Context: an optimization exercise on an open-source flow, tuned for a short achievable clock period and few clock cycles. The choices shown serve that exercise and are no tape-out recipe. Power and IR drop assume default switching activity.

== v6 ==
==> flow/design.v (excerpt) <==
module cpu
#(
    parameter ADDR_WIDTH = 16,
    parameter DATA_WIDTH = 16
)
(
    input clk,
    input reset_n,
    input [DATA_WIDTH-1:0] data_in,
    output [ADDR_WIDTH-1:0] addr,
    output [DATA_WIDTH-1:0] data_out,
    output we_n
);
reg [15:0] A;        
reg [15:0] DO;       
reg        WEN;      
reg [15:0] PC;       
reg [15:0] AC;
reg        E;
reg [15:0] DR;       
reg        pend;     
reg sF, sI, sR, sW, sH;
reg oAND, oADD, oLDA, oSTA, oBUN, oBSA, oISZ;
reg zskip;           
assign addr = A;
assign data_out = DO;
assign we_n = WEN;
wire [15:0] ir = data_in;
wire [2:0] op = ir[14:12];
wire       ib = ir[15];
wire [11:0] f = ir[11:0];
wire rr = (op == 3'd7) & ~ib;
wire io = (op == 3'd7) & ib;
wire [15:0] pc1 = PC + 16'd1;
wire [15:0] pc2 = PC + 16'd2;
wire acz = (AC == 16'd0);
wire r_cla = rr & (f == 12'h800);
wire r_cle = rr & (f == 12'h400);
wire r_cma = rr & (f == 12'h200);
wire r_cme = rr & (f == 12'h100);
wire r_cir = rr & (f == 12'h080);
wire r_cil = rr & (f == 12'h040);
wire r_inc = rr & (f == 12'h020);
wire r_hlt = rr & (f == 12'h001);
wire skipm = (f == 12'h010 & ~AC[15]) | (f == 12'h008 & AC[15]) |
             (f == 12'h004 & acz) | (f == 12'h002 & ~E);
wire [16:0] sum = {1'b0, AC} + {1'b0, DR};
wire [15:0] ac_now = pend ? sum[15:0] : AC;
always @(posedge clk or negedge reset_n) begin
    if (!reset_n) begin
        A <= 16'd0;
        DO <= 16'd0;
        WEN <= 1'b1;
        PC <= 16'd0;
        AC <= 16'd0;
        E <= 1'b0;
        DR <= 16'd0;
        pend <= 1'b0;
        sF <= 1'b1; sI <= 1'b0; sR <= 1'b0; sW <= 1'b0; sH <= 1'b0;
        oAND <= 1'b0; oADD <= 1'b0; oLDA <= 1'b0; oSTA <= 1'b0;
        oBUN <= 1'b0; oBSA <= 1'b0; oISZ <= 1'b0;
        zskip <= 1'b0;
    end else begin
        if (sF) begin
            if (pend) begin
                AC <= sum[15:0];
                E <= sum[16];
                pend <= 1'b0;
            end
            if (!(pend & rr)) begin
                oAND <= (op == 3'd0);
                oADD <= (op == 3'd1);
                oLDA <= (op == 3'd2);
  ...
Size in the first run: ~1300 cells after synthesis, roughly 95 flip-flops, roughly 51 I/O pins.
Settings: LEC_CHECK=0, ABC_CLOCK_PERIOD_IN_PS=2000, CAP_MARGIN=20, CORE_MARGIN=2, CORE_UTILIZATION=25, SETUP_SLACK_MARGIN=1.5, SLEW_MARGIN=20; clock period 4.0 ns.
run.sh (not shown) runs the stock make flow with config.mk's settings and CLKGATE_MAP_FILE= SYNTH_SCRIPT=/design/flow/synth_recipe.tcl, a recipe that flattens the netlist after the stock synthesis.
diff inputs: v6 => v7
# v6
export LEC_CHECK = 0
export ABC_CLOCK_PERIOD_IN_PS = 2000
export CAP_MARGIN = 20
export CORE_MARGIN = 2
export CORE_UTILIZATION = 25
export SETUP_SLACK_MARGIN = 1.5
export SLEW_MARGIN = 20
create_clock -name core_clock -period 4.0 [get_ports {clk}]
# v7
export LEC_CHECK = 0
export ABC_CLOCK_PERIOD_IN_PS = 2000
export CAP_MARGIN = 20
export CORE_MARGIN = 2
export CORE_UTILIZATION = 25
export SETUP_SLACK_MARGIN = 2.0
export SLEW_MARGIN = 20
create_clock -name core_clock -period 4.0 [get_ports {clk}]
Results
Changes observed in v7 relative to v6: post-route clock period utilization rose 0.85 points, cell total after placement about even, multi-input logic area rose 5.4%.
Diff v6..v7 | number of stages on the worst setup path | unchanged
The count of fill cells added during filler insertion in v7 was lower than what v6 gave.
Sort v6 and v7 by layout multi-input combinational cell count, ascending, and v6 comes first.
Maximum frequency ended up 1.2% lower on v7 than on v6.
v6 has lower combinational group share of total power than v7.
v7 ended up with a higher non-clock buffer count than v6 did.
Worst setup slack ends up higher on v6.
[v7] global-route track usage on met3 rose 0.68 points relative to v6
Run comparison: v7 worst-path cell with the longest stage delay a311o_1; v6 worst-path cell with the longest stage delay dfrtp_1
No functional check of the RTL was part of any run of this note.

-- afterwards: timing with drivers on the ports --
How much do the figures lean on ideal ports? The routed layouts below were timed once more, with nothing changed but the port constraints. Step 1, drivers: a clkbuf_16 drives clk and a buf_2 each remaining input, both assumed. Step 2 adds t to the input delays and takes it off the output delays; t is the mean of the earliest and latest rising clock arrival at the registers after step 1. Input paths then give back, and output paths get back, about the clock's delay inside the block. Three values: no drivers, after step 1, after step 2; two values: the first two.
| run | t (ns) | setup WS [ns] | worst slew at a driven data input, ns |
|---|---|---|---|
| v6 | 0.413 | 1.226 / 1.226 / 0.921 | 0.06 |
| v7 | 0.426 | 1.192 / 1.192 / 0.852 | 0.06 |
After both steps every run listed still meets setup and hold. For v7, which loses most, drivers alone change the setup slack by 0.000 ns; drivers and shift together by -0.340 ns.
